What follows belongs to an exercise in optimizing a design on an open flow for small area, a short achievable clock period and few clock cycles per item; a production flow would make more cautious choices.
Where RTL was checked, it was by simulation tests only, not by an equivalence proof against the original.
The clock port is modelled as an ideal driver; clocking choices that lean on that would not hold on a real chip.

==> 11-09: inputs <==
==> flow/design.v <==
module fastInvSqrt #(
    parameter INT_WIDTH = 12,       
    parameter FRACT_WIDTH = 4        
    )
    (
    input wire clk,
    input wire rst_n,
    input wire [INT_WIDTH+FRACT_WIDTH-1:0] data_in,
    input wire valid_in,
    output reg ready_in,
    output wire [INT_WIDTH+FRACT_WIDTH-1:0] data_out,
    output reg valid_out,
    input wire ready_out
    );
    localparam WORD_WIDTH = INT_WIDTH + FRACT_WIDTH;
    wire [15:0] x = data_in;
    wire [5:0] s;
    wire n23, n24, n25, n26, n27, n28, n29, n30, n31, n32;
    wire n33, n34, n35, n36, n37, n38, n39, n40, n41, n42;
    wire n43, n44, n45, n46, n47, n48, n49, n50, n51, n52;
    wire n53, n54, n55, n56, n57, n58, n59, n60, n61, n62;
    wire n63, n64, n65, n66, n67, n68, n69, n70, n71, n72;
    wire n73, n75, n76, n77, n78, n79, n80, n81, n82, n83;
    wire n84, n85, n86, n87, n88, n89, n90, n91, n92, n93;
    wire n94, n95, n96, n97, n98, n100, n101, n102, n104, n105;
    wire n106, n107, n108, n110, n112;
    assign n23 = ~x[4] & ~x[3];
    assign n24 = ~x[1] & n23;
    assign n25 = ~x[6] & ~n24;
    assign n26 = ~x[4] & x[0];
    assign n27 = ~x[3] & ~x[2];
    assign n28 = ~x[1] & n27;
    assign n29 = ~n26 & n28;
    assign n30 = ~x[4] & x[2];
    assign n31 = ~x[6] & ~x[5];
    assign n32 = ~n30 & n31;
    assign n33 = ~n29 & n32;
    assign n34 = ~n25 & ~n33;
    assign n35 = ~x[4] & ~n27;
    assign n36 = x[4] & ~x[3];
    assign n37 = ~n35 & ~n36;
    assign n38 = ~x[5] & ~n26;
    assign n39 = x[1] & ~n38;
    assign n40 = n37 & n39;
    assign n41 = ~n34 & ~n40;
    assign n42 = ~x[5] & ~x[2];
    assign n43 = ~n37 & n42;
    assign n44 = x[2] & n37;
    assign n45 = ~x[9] & ~n44;
    assign n46 = ~n43 & n45;
    assign n47 = n41 & n46;
    assign n48 = ~x[8] & ~x[7];
    assign n49 = ~x[5] & n23;
    assign n50 = x[2] & x[1];
    assign n51 = n49 & ~n50;
    assign n52 = ~x[9] & x[6];
    assign n53 = ~n51 & n52;
    assign n54 = ~n48 & ~n53;
    assign n55 = ~x[7] & x[6];
    assign n56 = x[5] & n55;
    assign n57 = ~x[12] & ~x[11];
    assign n58 = ~x[10] & n57;
    assign n59 = ~x[13] & n58;
    assign n60 = ~n56 & n59;
    assign n61 = ~n54 & n60;
    assign n62 = ~n47 & n61;
    assign n63 = ~x[15] & ~x[14];
    assign n64 = ~x[13] & n63;
    assign n65 = ~x[9] & n58;
    assign n66 = x[8] & n65;
    assign n67 = n64 & ~n66;
    assign n68 = ~x[6] & n48;
    assign n69 = n24 & n42;
    assign n70 = n68 & n69;
    assign n71 = n63 & n65;
    assign n72 = n70 & n71;
    assign n73 = ~n67 & ~n72;
    assign s[0] = ~n62 & ~n73;
    assign n75 = x[6] & ~n69;
    assign n76 = ~x[7] & ~n75;
    assign n77 = x[8] & ~n76;
    assign n78 = ~x[13] & n71;
    assign n79 = ~n77 & n78;
    assign n80 = x[6] & ~n49;
    assign n81 = ~x[5] & ~x[3];
    assign n82 = ~n28 & n81;
    assign n83 = x[4] & ~n82;
    assign n84 = x[5] & ~x[2];
    assign n85 = x[3] & x[1];
    assign n86 = ~n84 & n85;
    assign n87 = ~x[6] & ~n86;
    assign n88 = ~n83 & n87;
    assign n89 = ~n80 & ~n88;
    assign n90 = ~n48 & ~n51;
    assign n91 = ~x[7] & n51;
    assign n92 = ~n90 & ~n91;
    assign n93 = ~n89 & n92;
    assign n94 = n79 & ~n93;
    assign n95 = x[10] & x[9];
    assign n96 = ~n70 & n95;
    assign n97 = n57 & n64;
    assign n98 = ~n96 & n97;
    assign s[1] = ~n94 & n98;
    assign n100 = n48 & n78;
    assign n101 = ~n80 & n100;
    assign n102 = ~n33 & n101;
    assign s[2] = n79 & ~n102;
    assign n104 = n23 & n41;
    assign n105 = ~n28 & ~n35;
    assign n106 = ~x[5] & ~n105;
    assign n107 = ~x[6] & n106;
    assign n108 = ~n104 & n107;
    assign s[3] = n101 & ~n108;
    assign n110 = ~n34 & n106;
    assign s[4] = n100 & n110;
    assign n112 = n68 & n82;
    assign s[5] = n94 & n112;
    reg [5:0] result;    
    wire full_next = valid_in | ~ready_in;   
    always @(posedge clk) begin
        if (!rst_n) begin
            valid_out <= 1'b0;
            ready_in <= 1'b1;
        end else begin
            valid_out <= ready_out & full_next;
            ready_in <= ready_out | ~full_next;
        end
    end
    always @(posedge clk) begin
        if (ready_in) result <= s;
    end
    assign data_out = {{(WORD_WIDTH-7){1'b0}}, result[4] & result[3] & result[2],
                       result[5:1], result[0] ^ result[1]};
endmodule
==> flow/flow/run.sh <==
#!/bin/bash
# The standard layout, except:
#  - synthesis maps the logic with flow/abc_custom.script, a light mapping
#    that keeps the RTL's and-inverter graph, instead of ORFS's
#    abc_speed.script (the rest of the synthesis script is the standard flow's own);
#  - port buffers are buf_1 cells;
#  - the constant outputs share one tie cell;
set -euo pipefail
here=$PWD
# A scripts folder that is ORFS's, with abc_speed.script replaced.
mkdir -p scripts_custom
for f in "$FLOW_HOME"/scripts/*; do ln -sf "$f" scripts_custom/; done
rm -f scripts_custom/abc_speed.script
cp flow/abc_custom.script scripts_custom/abc_speed.script
cat > synth_custom.tcl <<EOT
set ::env(SCRIPTS_DIR) $here/scripts_custom
source $here/synth_recipe.tcl
EOT
bash standard.sh SYNTH_SCRIPT=$here/synth_custom.tcl synth > synth.log 2>&1
bash standard.sh "BUFFER_PORTS_ARGS=-buffer_cell sky130_fd_sc_hd__buf_1" SKIP_REPAIR_TIE_FANOUT=1 POST_CTS_TCL=$here/flow/post_cts.tcl finish > standard.log 2>&1
==> flow/flow/abc_custom.script <==
strash
dch
map
topo
stime -c
==> flow/flow/post_cts.tcl <==
source [file join [file dirname [info script]] sizeopt.tcl]
size_for_area_period $::env(FLOW_PERIOD_NS)
detailed_placement
check_placement -verbose
==> flow/flow/sizeopt.tcl <==
proc so_eval {} {
  estimate_parasitics -placement
  set ends [find_timing_paths -path_delay max -group_path_count $::so_k -endpoint_path_count 1]
  set ws [get_property [lindex $ends 0] slack]
  set sum 0.0
  foreach e $ends { set sum [expr {$sum + [get_property $e slack]}] }
  return [list [expr {[rsz::design_area] * 1e12 * ($::so_period - $ws)}] $sum]
}
proc so_better {a b} {
  lassign $a m1 s1
  lassign $b m2 s2
  if {$m1 < $m2 - 1e-6} { return 1 }
  if {$m1 <= $m2 + 1e-9 && $s1 > $s2 + 1e-6} { return 1 }
  return 0
}
proc so_family {inst} {
  set m [get_name [get_property $inst liberty_cell]]
  if {![regexp {^(sky130_fd_sc_hd__[a-z0-9]+)_(\d+)$} $m -> base drive]} { return {} }
  set out {}
  foreach lc [get_lib_cells ${base}_*] {
    set n [get_name $lc]
    if {[regexp "^${base}_\\d+\$" $n] && $n ne $m} { lappend out $n }
  }
  return $out
}
proc so_skip {inst} {
  set lc [get_property $inst liberty_cell]
  if {$lc eq "" || $lc eq "NULL"} { return 1 }
  return [regexp {df|clkbuf_|conb|tap|fill} [get_name $lc]]
}
proc so_try {inst best} {
  set orig [get_name [get_property $inst liberty_cell]]
  set bestcell $orig
  foreach c [so_family $inst] {
    replace_cell $inst $c
    set v [so_eval]
    if {[so_better $v $best]} { set best $v; set bestcell $c }
  }
  replace_cell $inst $bestcell
  return [list $best [expr {$bestcell ne $orig}] $bestcell]
}
proc size_for_area_period {period {k 8}} {
  set ::so_period $period
  set ::so_k $k
  set best [so_eval]
  puts "sizeopt: start $best"
  for {set pass 0} {$pass < 40} {incr pass} {
    set changed 0
    set insts {}
    foreach e [find_timing_paths -path_delay max -group_path_count $k -endpoint_path_count 1] {
      foreach pt [get_property $e points] {
        if {[catch {set inst [get_cells -of_objects [get_property $pt pin]]}] || $inst eq ""} { continue }
        if {[lsearch -exact $insts [get_name $inst]] < 0} { lappend insts [get_name $inst] }
      }
    }
    foreach name $insts {
      set inst [get_cells $name]
      if {[so_skip $inst]} { continue }
      lassign [so_try $inst $best] best ch cell
      if {$ch} { incr changed; puts "sizeopt: $name -> $cell $best" }
    }
    if {!$changed} { break }
  }
  foreach inst [get_cells *] {
    if {[so_skip $inst]} { continue }
    lassign [so_try $inst $best] best ch cell
    if {$ch} { puts "sizeopt: [get_name $inst] -> $cell $best" }
  }
  puts "sizeopt: end $best"
}
==> flow/standard.sh <==
#!/bin/bash
# synth_recipe.tcl (not shown) runs the flow's synth.tcl, then flattens the netlist and writes it again
# the make line also repeats each setting of config.mk as NAME=value (left out here)
make -C /OpenROAD-flow-scripts/flow DESIGN_CONFIG=/design/flow/config.mk WORK_HOME=/design/flow/orfs CLKGATE_MAP_FILE= SYNTH_SCRIPT=/design/flow/synth_recipe.tcl "${@:-finish}"
==> flow/config.mk <==
export PLATFORM = sky130hd
export DESIGN_NAME = fastInvSqrt
export DESIGN_NICKNAME = fastInvSqrt
export VERILOG_FILES = /design/flow/design.v
export SDC_FILE = /design/flow/constraint.sdc
export NUM_CORES = 4
export LEC_CHECK = 0
export CAP_MARGIN = 20
export CORE_AREA = 2.5 2.5 61.5 61.5
export DIE_AREA = 0 0 64 64
export SLEW_MARGIN = 20
==> flow/constraint.sdc <==
create_clock -name core_clock -period 12.5 [get_ports {clk}]
set_input_delay 2.5000 -clock core_clock [delete_from_list [all_inputs] [get_ports {clk}]]
set_output_delay 2.5000 -clock core_clock [all_outputs]
set_load 0.01 [all_outputs]
==> 05-02 (differences from 11-09) <==
==> flow/design.v (replaced) <==
module fastInvSqrt #(
    parameter INT_WIDTH = 12,       
    parameter FRACT_WIDTH = 4        
    )
    (
    input wire clk,
    input wire rst_n,
    input wire [INT_WIDTH+FRACT_WIDTH-1:0] data_in,
    input wire valid_in,
    output reg ready_in,
    output wire [INT_WIDTH+FRACT_WIDTH-1:0] data_out,
    output reg valid_out,
    input wire ready_out
    );
    localparam WORD_WIDTH = INT_WIDTH + FRACT_WIDTH;
    wire [15:0] x = data_in;
    wire [5:0] s;
    wire n23, n24, n25, n26, n27, n28, n29, n30, n31, n32;
    wire n33, n34, n35, n36, n37, n38, n39, n40, n41, n42;
    wire n43, n44, n45, n46, n47, n48, n49, n50, n51, n52;
    wire n53, n54, n55, n56, n57, n58, n59, n60, n61, n62;
    wire n63, n64, n65, n66, n67, n68, n70, n71, n72, n73;
    wire n74, n75, n76, n77, n78, n79, n80, n81, n82, n83;
    wire n84, n85, n86, n87, n88, n89, n90, n91, n92, n93;
    wire n95, n96, n97, n98, n99, n100, n101, n103, n104, n105;
    wire n106, n108, n109, n111, n112;
    assign n23 = ~x[15] & ~x[14];
    assign n24 = ~x[13] & n23;
    assign n25 = ~x[12] & ~x[11];
    assign n26 = ~x[10] & n25;
    assign n27 = ~x[9] & n26;
    assign n28 = x[8] & n27;
    assign n29 = n24 & ~n28;
    assign n30 = ~x[4] & ~x[3];
    assign n31 = ~x[5] & n30;
    assign n32 = ~x[2] & ~x[1];
    assign n33 = n31 & n32;
    assign n34 = ~x[8] & ~x[7];
    assign n35 = ~x[6] & n34;
    assign n36 = n33 & n35;
    assign n37 = n23 & n27;
    assign n38 = n36 & n37;
    assign n39 = ~n29 & ~n38;
    assign n40 = ~x[5] & ~x[2];
    assign n41 = ~n30 & ~n40;
    assign n42 = x[0] & n32;
    assign n43 = ~x[1] & ~n42;
    assign n44 = n30 & ~n43;
    assign n45 = ~x[6] & ~x[5];
    assign n46 = x[1] & x[0];
    assign n47 = n45 & ~n46;
    assign n48 = n44 & n47;
    assign n49 = ~n41 & ~n48;
    assign n50 = x[4] & x[3];
    assign n51 = ~n32 & n50;
    assign n52 = ~n49 & ~n51;
    assign n53 = x[2] & x[1];
    assign n54 = ~n50 & ~n53;
    assign n55 = n49 & ~n54;
    assign n56 = ~x[7] & ~n55;
    assign n57 = ~n52 & n56;
    assign n58 = n31 & ~n53;
    assign n59 = x[6] & ~n58;
    assign n60 = ~x[9] & ~n59;
    assign n61 = ~n57 & n60;
    assign n62 = ~x[13] & n26;
    assign n63 = ~x[7] & x[6];
    assign n64 = x[5] & n63;
    assign n65 = x[9] & ~n34;
    assign n66 = ~n64 & ~n65;
    assign n67 = n62 & n66;
    assign n68 = ~n61 & n67;
    assign s[0] = ~n39 & ~n68;
    assign n70 = x[6] & ~n33;
    assign n71 = ~x[7] & ~n70;
    assign n72 = x[8] & ~n71;
    assign n73 = n24 & n27;
    assign n74 = ~n72 & n73;
    assign n75 = ~n31 & n63;
    assign n76 = x[5] & ~x[2];
    assign n77 = x[1] & ~n76;
    assign n78 = ~x[4] & ~n77;
    assign n79 = x[3] & ~n78;
    assign n80 = ~n34 & ~n58;
    assign n81 = ~x[5] & ~n32;
    assign n82 = x[4] & ~n81;
    assign n83 = ~x[6] & ~n82;
    assign n84 = ~n80 & n83;
    assign n85 = ~n79 & n84;
    assign n86 = ~n75 & ~n85;
    assign n87 = ~x[7] & n58;
    assign n88 = ~n86 & ~n87;
    assign n89 = n74 & ~n88;
    assign n90 = x[10] & x[9];
    assign n91 = ~n36 & n90;
    assign n92 = n24 & n25;
    assign n93 = ~n91 & n92;
    assign s[1] = ~n89 & n93;
    assign n95 = n34 & ~n75;
    assign n96 = ~x[3] & n32;
    assign n97 = ~n44 & n96;
    assign n98 = ~x[4] & x[2];
    assign n99 = n45 & ~n98;
    assign n100 = ~n97 & n99;
    assign n101 = n95 & ~n100;
    assign s[2] = n74 & ~n101;
    assign n103 = n73 & n95;
    assign n104 = x[4] & ~n96;
    assign n105 = n45 & ~n104;
    assign n106 = ~n44 & n105;
    assign s[3] = n103 & ~n106;
    assign n108 = ~n42 & n58;
    assign n109 = n105 & ~n108;
    assign s[4] = n103 & n109;
    assign n111 = ~x[6] & ~n32;
    assign n112 = n58 & n111;
    assign s[5] = n103 & n112;
    reg [5:0] result;    
    wire full_next = valid_in | ~ready_in;   
    always @(posedge clk) begin
        if (!rst_n) begin
            valid_out <= 1'b0;
            ready_in <= 1'b1;
        end else begin
            valid_out <= ready_out & full_next;
            ready_in <= ready_out | ~full_next;
        end
    end
    always @(posedge clk) begin
        if (ready_in) result <= s;
    end
    assign data_out = {{(WORD_WIDTH-7){1'b0}}, result[4] & result[3] & result[2],
                       result[5:1], result[0] ^ result[1]};
endmodule
==> flow/flow/abc_custom.script (replaced) <==
strash
map -B 0.3
topo
stime -c
==> notes <==
11-09 produced a clean layout. 05-02 completed without violations.
In sequential cell count, 05-02 and 11-09 do not differ.
Against 05-02, the utilization of 11-09 is higher by 0.86 points.
Critical path depth is the same in 05-02 and 11-09.
Via count: 05-02 is smaller than 11-09 (about 5%).
Between 11-09 and 05-02, the lower synthesized cell count is in 05-02 (gap 3.8%, measured against 05-02).
Of 11-09 and 05-02, 11-09 has the higher fmax (gap 3.9%, measured against 05-02).
Between 11-09 and 05-02, the lower routed wire length is in 05-02 (gap about 8%, measured against 05-02).
Between 05-02 and 11-09, the lower setup slack is in 05-02 (gap 0.13 ns).
Testbench counts of 05-02, summed over its fixed seeds: cycles 1,028, items 1,024.
No functional check of the RTL was part of 11-09.

[afterwards: timing with drivers on the ports]
The flow's constraints put no driver on any port. The routed layouts listed below were extracted and timed again, unchanged, in two steps.
Step 1: set_driving_cell puts a clkbuf_16 on clk and a buf_2 on each other input, an assumption about the parent block.
Step 2 also shifts input and output timing later by t, the mid clock arrival at the registers, as if the neighbouring blocks saw the same clock.
Three values: ideal, step 1, step 2; two values: the first two.
run	t (ns)	setup slack, ns	cell pins on the clock port's net
11-09	0.258	9.044 / 9.036 / 8.785	1
05-02	0.265	8.911 / 8.908 / 8.643	1
After both steps every run listed still meets setup and hold. The setup slack of 05-02, which loses most, moves by -0.003 ns with the drivers and by -0.268 ns with both steps.
